This is an optimization exercise on Yosys and OpenROAD, whose aim is small area, a short achievable clock period and few clock cycles per item, not a production implementation.
The RTL was checked by simulation tests, not by an equivalence proof against the original design.
Power figures rest on the tool's default switching activity, not on a simulated workload.

## job 101
Design MedianFilter, start of the top module:
module MedianFilter(
    input reset,
    input enable,
    input CLK,
    input Nxt_block_sig,
    input [7:0]height,
    input [7:0]width,
    input [8:0]data,
    output [8:0]data_out,
    output [15:0]index,
    output [7:0]addr_x0,
    output [7:0]addr_y0,
    output [7:0]gdata,
    output Gvector_sig,
    output reg swmv
    );
For scale: roughly 1,200 cells after synthesis, ~150 flip-flops, roughly 80 I/O pins, about 10,000 sq um of cells after synthesis.
clock: 11.0 ns
lec_check: 0
cap_margin: 20
core_margin: 2
core_utilization: 60
cts_buf_list: sky130_fd_sc_hd__clkbuf_8
cts_cluster_diameter: 100
cts_cluster_size: 40
place_density: 0.7
slew_margin: 20
synth_hierarchical: 1
synth_minimum_keep_size: 0
standard.sh (not shown) runs the stock make flow with config.mk's settings and CLKGATE_MAP_FILE= SYNTH_SCRIPT=/design/flow/synth_recipe.tcl, a recipe that flattens the netlist after the stock synthesis.
==> flow/flow/run.sh <==
#!/bin/bash
set -euo pipefail
bash standard.sh "BUFFER_PORTS_ARGS=-buffer_cell sky130_fd_sc_hd__buf_1" SETUP_SLACK_MARGIN=7.4 finish > standard_flow.log 2>&1
Testbench counts of job 101, summed over its fixed seeds: cycles 13,213, blocks 5,411.
Edits applied to the flow inputs when going from job 101 to job 102:
Settings: CTS_BUF_LIST: sky130_fd_sc_hd__clkbuf_8 -> unset.
==> flow/flow/run.sh <==
#!/bin/bash
set -euo pipefail
bash standard.sh "BUFFER_PORTS_ARGS=-buffer_cell sky130_fd_sc_hd__buf_4" SETUP_SLACK_MARGIN=7.8 finish > standard_flow.log 2>&1
[summary]
Total number of vias (job 102 / job 101): 1.06. Between job 102 and job 101, post-placement setup slack is higher for job 102, job 101 comes in under that. [diff] hold slack, job 102 relative to job 101: improvement.
> inputs changed (job 102 -> job 103)
==> flow/flow/run.sh <==
#!/bin/bash
set -euo pipefail
bash standard.sh "BUFFER_PORTS_ARGS=-buffer_cell sky130_fd_sc_hd__buf_4" SETUP_SLACK_MARGIN=7.4 finish > standard_flow.log 2>&1
==> notes.md <==
Higher utilization of the core after routing goes to job 102 over job 103. Number of standard cells after synthesis came out exactly the same in job 102 and job 103. Per the comparison of job 103 with job 102, wire length of the first global-routing pass fell about 6%; layout buffer count excluding clock buffers fell about 40%; delay of the slowest cell on the worst path rose 130 ps. Note that the maximum vdd ir drop recorded for job 102 amounts to 1.13 times the value seen in job 103. Clock-buffer cell count in job 103 is 1 lower than in job 102. The estimated power of job 103 ends up lower than the estimate for job 102. Job 103 vs job 102 — part of the cycle the worst path needs rose 1.3 points. More vias were needed by job 102 than by job 103.
Input changes introduced in job 104 (baseline for comparison: job 103):
Settings: CTS_BUF_LIST: unset -> sky130_fd_sc_hd__clkbuf_8; PLACE_DENSITY: 0.7 -> 0.85; CORE_UTILIZATION: 60 -> 75.
==> flow/flow/run.sh <==
#!/bin/bash
set -euo pipefail
bash standard.sh "BUFFER_PORTS_ARGS=-buffer_cell sky130_fd_sc_hd__buf_2" SETUP_SLACK_MARGIN=7.4 finish > standard_flow.log 2>&1
Results
- Compared to job 103, job 104 shows a narrower setup margin.
- Of job 104 and job 103, it is job 104 that has the lower standard-cell row count.
- Final layout net count ended up 0.37% lower on job 104 than on job 103.
- Comparing job 103 and job 104, the lower first-iteration DRC count is on job 103.
- Job 104 vs. job 103: post-route total power dropped 3.9%, total detailed-routing wirelength +2.3%.
The following lists how job 105 was set up differently from job 104:
Settings: changing PLACE_DENSITY from 0.85 to 0.7; changing CORE_UTILIZATION from 75 to 60.
--- outcome ---
- Job 105 vs. job 104: data arrival time at the worst-slack endpoint now smaller, die area now larger, wire length now smaller, critical path depth now smaller, global-route usage now smaller.
- The worst hold slack number comes out higher for job 104 vs job 105.

---

Setup of run A:
Starting RTL as in the previous note.
==> flow/design.v (excerpt) <==
module MedianFilter(
    input reset,
    input enable,
    input CLK,
    input Nxt_block_sig,
    input [7:0]height,
    input [7:0]width,
    input [8:0]data,
    output [8:0]data_out,
    output [15:0]index,
    output [7:0]addr_x0,
    output [7:0]addr_y0,
    output [7:0]gdata,
    output Gvector_sig,
    output reg swmv
    );
localparam IDLE = 2'd0, PEND = 2'd1, NUL = 2'd2, PRES = 2'd3;
localparam MA = 2'd0, MQ = 2'd1, MP = 2'd2, MX = 2'd3;
localparam SUR = 4'd0, SU = 4'd1, SD = 4'd2, SUL = 4'd3, SDL = 4'd4, SDR = 4'd5,
           SPF1 = 4'd6, SPF2 = 4'd7, SFIN = 4'd8;
reg [1:0]  st;
reg        Gv;
reg        gvo;         
reg [1:0]  md;
reg [1:0]  pc;          
reg [3:0]  nsq;         
reg [7:0]  ox, oy;      
reg        xf, xl, yf, yl;    
reg        xla, yla, w1;      
reg [15:0] na;
reg [15:0] ix;
reg [7:0]  gd;
reg [8:0]  dreg;        
reg [8:0]  xb;          
reg        dv;          
reg        t1, td;      
reg        eu;          
reg        needu;       
reg [7:0]  s0, s1, s2, s3;
reg [3:0]  m;
reg [7:0]  blo;         
reg        bneg, bcin;  
assign index       = ix;
assign addr_x0     = ox;
assign addr_y0     = oy;
assign gdata       = gd;
assign data_out    = {1'b0, gd};
assign Gvector_sig = gvo;
function [8:0] add8;
  input [7:0] a, b;
  input       c;
  reg [7:0] g, p, gg, pp, g2, p2;
  reg [8:0] cc;
  integer i;
  begin
    g = a & b; p = a ^ b;
    gg = g; pp = p;
    for (i = 1; i < 8; i = i + 1) begin g2[i] = gg[i] | (pp[i] & gg[i-1]); p2[i] = pp[i] & pp[i-1]; end
    g2[0] = gg[0]; p2[0] = pp[0]; gg = g2; pp = p2;
    for (i = 2; i < 8; i = i + 1) begin g2[i] = gg[i] | (pp[i] & gg[i-2]); p2[i] = pp[i] & pp[i-2]; end
    gg = g2; pp = p2;
  ...
export LEC_CHECK = 0
export CAP_MARGIN = 20
export CORE_MARGIN = 2
export CORE_UTILIZATION = 60
export CTS_CLUSTER_DIAMETER = 100
export CTS_CLUSTER_SIZE = 40
export PLACE_DENSITY = 0.7
export SLEW_MARGIN = 20
export SYNTH_HIERARCHICAL = 1
export SYNTH_MINIMUM_KEEP_SIZE = 0
create_clock -name core_clock -period 11.0 [get_ports {CLK}]
==> flow/flow/run.sh <==
#!/bin/bash
set -euo pipefail
bash standard.sh "BUFFER_PORTS_ARGS=-buffer_cell sky130_fd_sc_hd__buf_2" SETUP_SLACK_MARGIN=7.4 finish > standard_flow.log 2>&1
Testbench counts of run A, summed over its fixed seeds: cycles 13,213, blocks 5,411.
### run A -> run B
==> flow/flow/run.sh <==
#!/bin/bash
set -euo pipefail
bash standard.sh "BUFFER_PORTS_ARGS=-buffer_cell sky130_fd_sc_hd__buf_2" SETUP_SLACK_MARGIN=7.7 finish > standard_flow.log 2>&1
--- a/flow/config.mk
+++ b/flow/config.mk
@@ -10,0 +11 @@
+export CTS_BUF_LIST = sky130_fd_sc_hd__clkbuf_8
@@ -16,0 +18 @@
+export TNS_END_PERCENT = 5
Notes after the runs:
Any difference in total non-filler cell area in the finished layout between run A and run B is small enough to ignore. Run B: power share of the clock group is 3.8 points lower than what run A reported. Number of placed I/O pins: run B vs run A identical. For the first-pass GRT wire length, run B came in 170 um lower than run A did. Register-to-register path setup slack is higher on run B. Against run A as the reference, run B delivers a higher layout net count.
The following lists how run C was set up differently from run B:
==> flow/flow/run.sh <==
#!/bin/bash
set -euo pipefail
bash standard.sh "BUFFER_PORTS_ARGS=-buffer_cell sky130_fd_sc_hd__buf_4" SETUP_SLACK_MARGIN=7.4 finish > standard_flow.log 2>&1
--- a/flow/config.mk
+++ b/flow/config.mk
@@ -18 +17,0 @@
-export TNS_END_PERCENT = 5
==> notes.md <==
Final cell utilization of the core across run B and run C: no real change. Between run C and run B, the cell area does not differ in any meaningful way. Re synthesis-to-layout area growth: run B and run C aren't equal, and the higher value belongs to run C.
diff inputs: run C => run D
==> flow/flow/run.sh <==
#!/bin/bash
set -euo pipefail
bash standard.sh "BUFFER_PORTS_ARGS=-buffer_cell sky130_fd_sc_hd__buf_2" SETUP_SLACK_MARGIN=7.6 finish > standard_flow.log 2>&1
Notes after the runs:
- Delta(logic gate share of total power, run D - run C) > 0
- Combinational power (run D over run C): increase, about 3%
- Looking at post-route minimum period, run D sits 0.13 ns below run C.
- The global-route usage of run D exceeds that of run C by 0.43 points.
- Changes observed in run D relative to run C: met2 track demand over resource grew by 0.62 points; fraction of the mapped netlist area in compound gates about even.
- Run C was routed with fewer vias than run D.
- Summary of run D over run C: utilization climbed 0.73 points; final-report hold violation count comparable.
- Internal power of the cells | run D above run C

-- static timing again, ports no longer ideal --
Ports are ideal in the flow. The routed layouts listed here were re-timed in OpenROAD.
Step 1 assumes that a clkbuf_16 drives the clock port and a buf_2 every other input.
Step 2 adds t to the input delays and takes it off the output delays; t is the mean of the earliest and latest rising clock arrival at the registers after step 1. Input paths then give back, and output paths get back, about the clock's delay inside the block.
a / b / c = ideal / step 1 / step 2; a / b = the first two.
run	shift t [ns]	setup slack, ns	hold slack, ns	worst data-port slew with drivers (ns)
job 101	0.507	7.519 / 7.479 / 7.016	0.499 / 0.499 / 0.499	0.05
job 102	0.475	7.650 / 7.602 / 7.317	0.506 / 0.506 / 0.506	0.07
job 103	0.467	7.502 / 7.455 / 7.057	0.483 / 0.483 / 0.483	0.04
job 104	0.500	7.481 / 7.490 / 6.990	0.510 / 0.510 / 0.510	0.05
job 105	0.484	7.477 / 7.435 / 7.046	0.489 / 0.489 / 0.489	0.04
run A	0.469	7.471 / 7.424 / 7.074	0.484 / 0.484 / 0.484	0.04
run B	0.490	7.575 / 7.533 / 7.119	0.489 / 0.489 / 0.489	0.04
run C	0.494	7.449 / 7.410 / 7.059	0.487 / 0.487 / 0.487	0.05
run D	0.497	7.577 / 7.535 / 7.171	0.501 / 0.501 / 0.501	0.05
After both steps every run listed still meets setup and hold. The setup slack of job 101, which loses most, moves by -0.040 ns with the drivers and by -0.503 ns with both steps.
